From an optimization exercise on the open Yosys and OpenROAD flow, aimed at small area, a short achievable clock period and few clock cycles; shortcuts taken in it are not production practice.
Only simulation tests tie the RTL to the original design; equivalence was not proved.

Setup of xenon:
// SHA1_hash
module SHA1_hash (
	clk,
	nreset,
	start_hash,
	message_addr,
	message_size,
	hash,
	done,
	port_A_data_out,
	port_A_addr
	);
input		clk;
input		nreset;
input		start_hash;
input	[31:0]	message_addr;
input	[31:0]	message_size;
output	[159:0]	hash;
output		done;
input	[31:0]	port_A_data_out;
output	[15:0]	port_A_addr;
localparam [31:0] IV0 = 32'h67452301;
localparam [31:0] IV1 = 32'hEFCDAB89;
localparam [31:0] IV2 = 32'h98BADCFE;
localparam [31:0] IV3 = 32'h10325476;
localparam [31:0] IV4 = 32'hC3D2E1F0;
reg		done;
reg		busy;
reg	[6:0]	tc;		 
reg		init;		 
reg		first;		 
reg		last;		 
reg		pad_done;	 
reg	[13:0]	dw;		 
reg	[13:0]	waddr;		 
reg	[31:0]	a, bq, cq, q, r;
reg	[31:0]	h0, h1, h2, h3, h4;
reg	[31:0]	w [0:15];
reg		rd_r, cap_r, lenw_r;
reg		dwz_r;		 
reg		f_ch_r, f_maj_r;
reg	[1:0]	k_r;
reg	[4:0]	st_r;		 
reg		rot_r;		 
reg		xrot_r, xun_r;	 
reg	[4:0]	hiv_r;		 
reg		injb_r, inja_r;
reg	[2:0]	ivb_r;		 
reg	[1:0]	iva_r;		 
function [31:0] add32;
	input [31:0] x, y;
	reg [31:0] g, p, p0;
	integer l, j;
	begin
		g = x & y;
		p = x ^ y;
		p0 = p;
		for (l = 1; l < 32; l = l * 2)
			for (j = 31; j >= l; j = j - 1) begin
				g[j] = g[j] | (p[j] & g[j-l]);
				p[j] = p[j] & p[j-l];
			end
		add32 = p0 ^ {g[30:0], 1'b0};
	end
endfunction
assign port_A_addr = {waddr, 2'b00};
assign hash = {h0, h1, h2, h3, h4};
wire	[6:0]	tcn = start_hash ? 7'd78 : (tc == 7'd81) ? 7'd0 : tc + 7'd1;
wire		initn = start_hash ? 1'b1 : (tc == 7'd81) ? 1'b0 : init;
wire		firstn = start_hash ? 1'b1 : (tc == 7'd81 && !init) ? 1'b0 : first;
always @(posedge clk) begin
	tc      <= tcn;
	init    <= initn;
	first   <= firstn;
	rd_r    <= (tcn >= 7'd78) || (tcn <= 7'd11);
	cap_r   <= (tcn >= 7'd79) || (tcn <= 7'd12);
	f_ch_r  <= (tcn <= 7'd18) || (tcn >= 7'd81);
	f_maj_r <= (tcn >= 7'd39) && (tcn <= 7'd58);
	k_r     <= (tcn <= 7'd17 || tcn >= 7'd80) ? 2'd0 :
		   (tcn <= 7'd37) ? 2'd1 : (tcn <= 7'd57) ? 2'd2 : 2'd3;
	st_r    <= {tcn == 7'd80, tcn == 7'd79, tcn == 7'd78, tcn == 7'd77, tcn == 7'd76};
	rot_r   <= (tcn >= 7'd76) || (tcn <= 7'd3);
	xrot_r  <= (tcn >= 7'd76) && (tcn <= 7'd78);
  ...
Size in the first run: about 900 flip-flops, about 280 I/O pins, roughly 33000 sq um of cells after synthesis.
==> flow/config.mk <==
export PLATFORM = sky130hd
export DESIGN_NAME = SHA1_hash
export DESIGN_NICKNAME = SHA1_hash
export VERILOG_FILES = /design/flow/design.v
export SDC_FILE = /design/flow/constraint.sdc
export NUM_CORES = 4
export LEC_CHECK = 0
export CAP_MARGIN = 50
export CORE_MARGIN = 2
export CORE_UTILIZATION = 40
export CTS_BUF_LIST = sky130_fd_sc_hd__clkbuf_8
export CTS_CLUSTER_DIAMETER = 60
export CTS_CLUSTER_SIZE = 16
export PLACE_DENSITY = 0.75
export SETUP_SLACK_MARGIN = 5
export SLEW_MARGIN = 50
==> flow/constraint.sdc <==
create_clock -name core_clock -period 8.0 [get_ports {clk}]
set_input_delay 1.6000 -clock core_clock [delete_from_list [all_inputs] [get_ports {clk}]]
set_output_delay 1.6000 -clock core_clock [all_outputs]
set_load 0.01 [all_outputs]
run.sh (not shown) runs the stock make flow with config.mk's settings and CLKGATE_MAP_FILE= SYNTH_SCRIPT=/design/flow/synth_recipe.tcl, a recipe that flattens the netlist after the stock synthesis.
Every stage of the flow completed for xenon, and the final layout passed the timing, design-rule and antenna checks.
Testbench counts of xenon, summed over its fixed seeds: cycles 51,526.
Edits applied to the flow inputs when going from xenon to cedar:
diff --git a/flow/design.v b/flow/design.v
--- a/flow/design.v
+++ b/flow/design.v
@@ -50,20 +50,21 @@
 	input [31:0] x, y;
 	reg [31:0] g, p, p0;
 	integer l, j;
 	begin
 		g = x & y;
 		p = x ^ y;
 		p0 = p;
 		for (l = 1; l < 32; l = l * 2)
-			for (j = 31; j >= l; j = j - 1) begin
-				g[j] = g[j] | (p[j] & g[j-l]);
-				p[j] = p[j] & p[j-l];
-			end
+			for (j = 0; j < 32; j = j + 1)
+				if (j & l) begin
+					g[j] = g[j] | (p[j] & g[(j & ~(2*l-1)) + l - 1]);
+					p[j] = p[j] & p[(j & ~(2*l-1)) + l - 1];
+				end
 		add32 = p0 ^ {g[30:0], 1'b0};
 	end
 endfunction
 assign port_A_addr = {waddr, 2'b00};
 assign hash = {h0, h1, h2, h3, h4};
 wire	[6:0]	tcn = start_hash ? 7'd78 : (tc == 7'd81) ? 7'd0 : tc + 7'd1;
 wire		initn = start_hash ? 1'b1 : (tc == 7'd81) ? 1'b0 : init;
 wire		firstn = start_hash ? 1'b1 : (tc == 7'd81 && !init) ? 1'b0 : first;
Notes after the runs:
- Between xenon and cedar, the flow reports distinct cell type count of the synthesized netlist decreasing by more than 10%.
- The final reports for cedar and xenon show layout overhead on the synthesized area higher in the former.
- Summary: area after synthesis, cedar better than xenon
- Sequential share of layout area ended up 2.1 points higher on cedar than on xenon.
- Detailed-route wire length on cedar is down relative to xenon.
- Met2 capacity usage during global routing (lower): cedar
- Against xenon, cedar comes in 8.4% lower on wire length of the first global-routing pass.
- Compared with xenon, cedar improves overall die area.
- Delta(total setup buffers inserted after CTS, cedar - xenon) < 0
- [compare] base=xenon new=cedar: number of instances in the synthesized netlist lower, via count now sits lower.
- | slew at the pin with the worst max-slew slack | xenon vs cedar | ≈ equal |
Testbench counts of cedar, summed over its fixed seeds: cycles 51,526.

[what the ideal ports hide]
The results above use ideal ports. As a check the final layouts listed here were re-extracted and re-timed, cells and wires unchanged.
Step 1 assumes that a clkbuf_16 drives the clock port and a buf_2 every other input.
Step 2 times the ports against the registers' clock, not the clock port: input delays grow and output delays shrink by t, the midpoint of the rising clock arrivals with the driver on.
Slacks: ideal / step 1 / step 2; pairs: ideal / step 1.
| run | shift t [ns] | setup slack, ns | hold WS [ns] | worst setup path at the end | worst slew at a driven data input, ns |
|---|---|---|---|---|---|
| xenon | 0.762 | 4.332 / 4.332 / 4.332 | 0.293 / 0.293 / 0.293 | register to register | 0.08 |
| cedar | 0.725 | 4.486 / 4.486 / 4.486 | 0.316 / 0.316 / 0.316 | register to register | 0.07 |
After both steps every run listed still meets setup and hold.
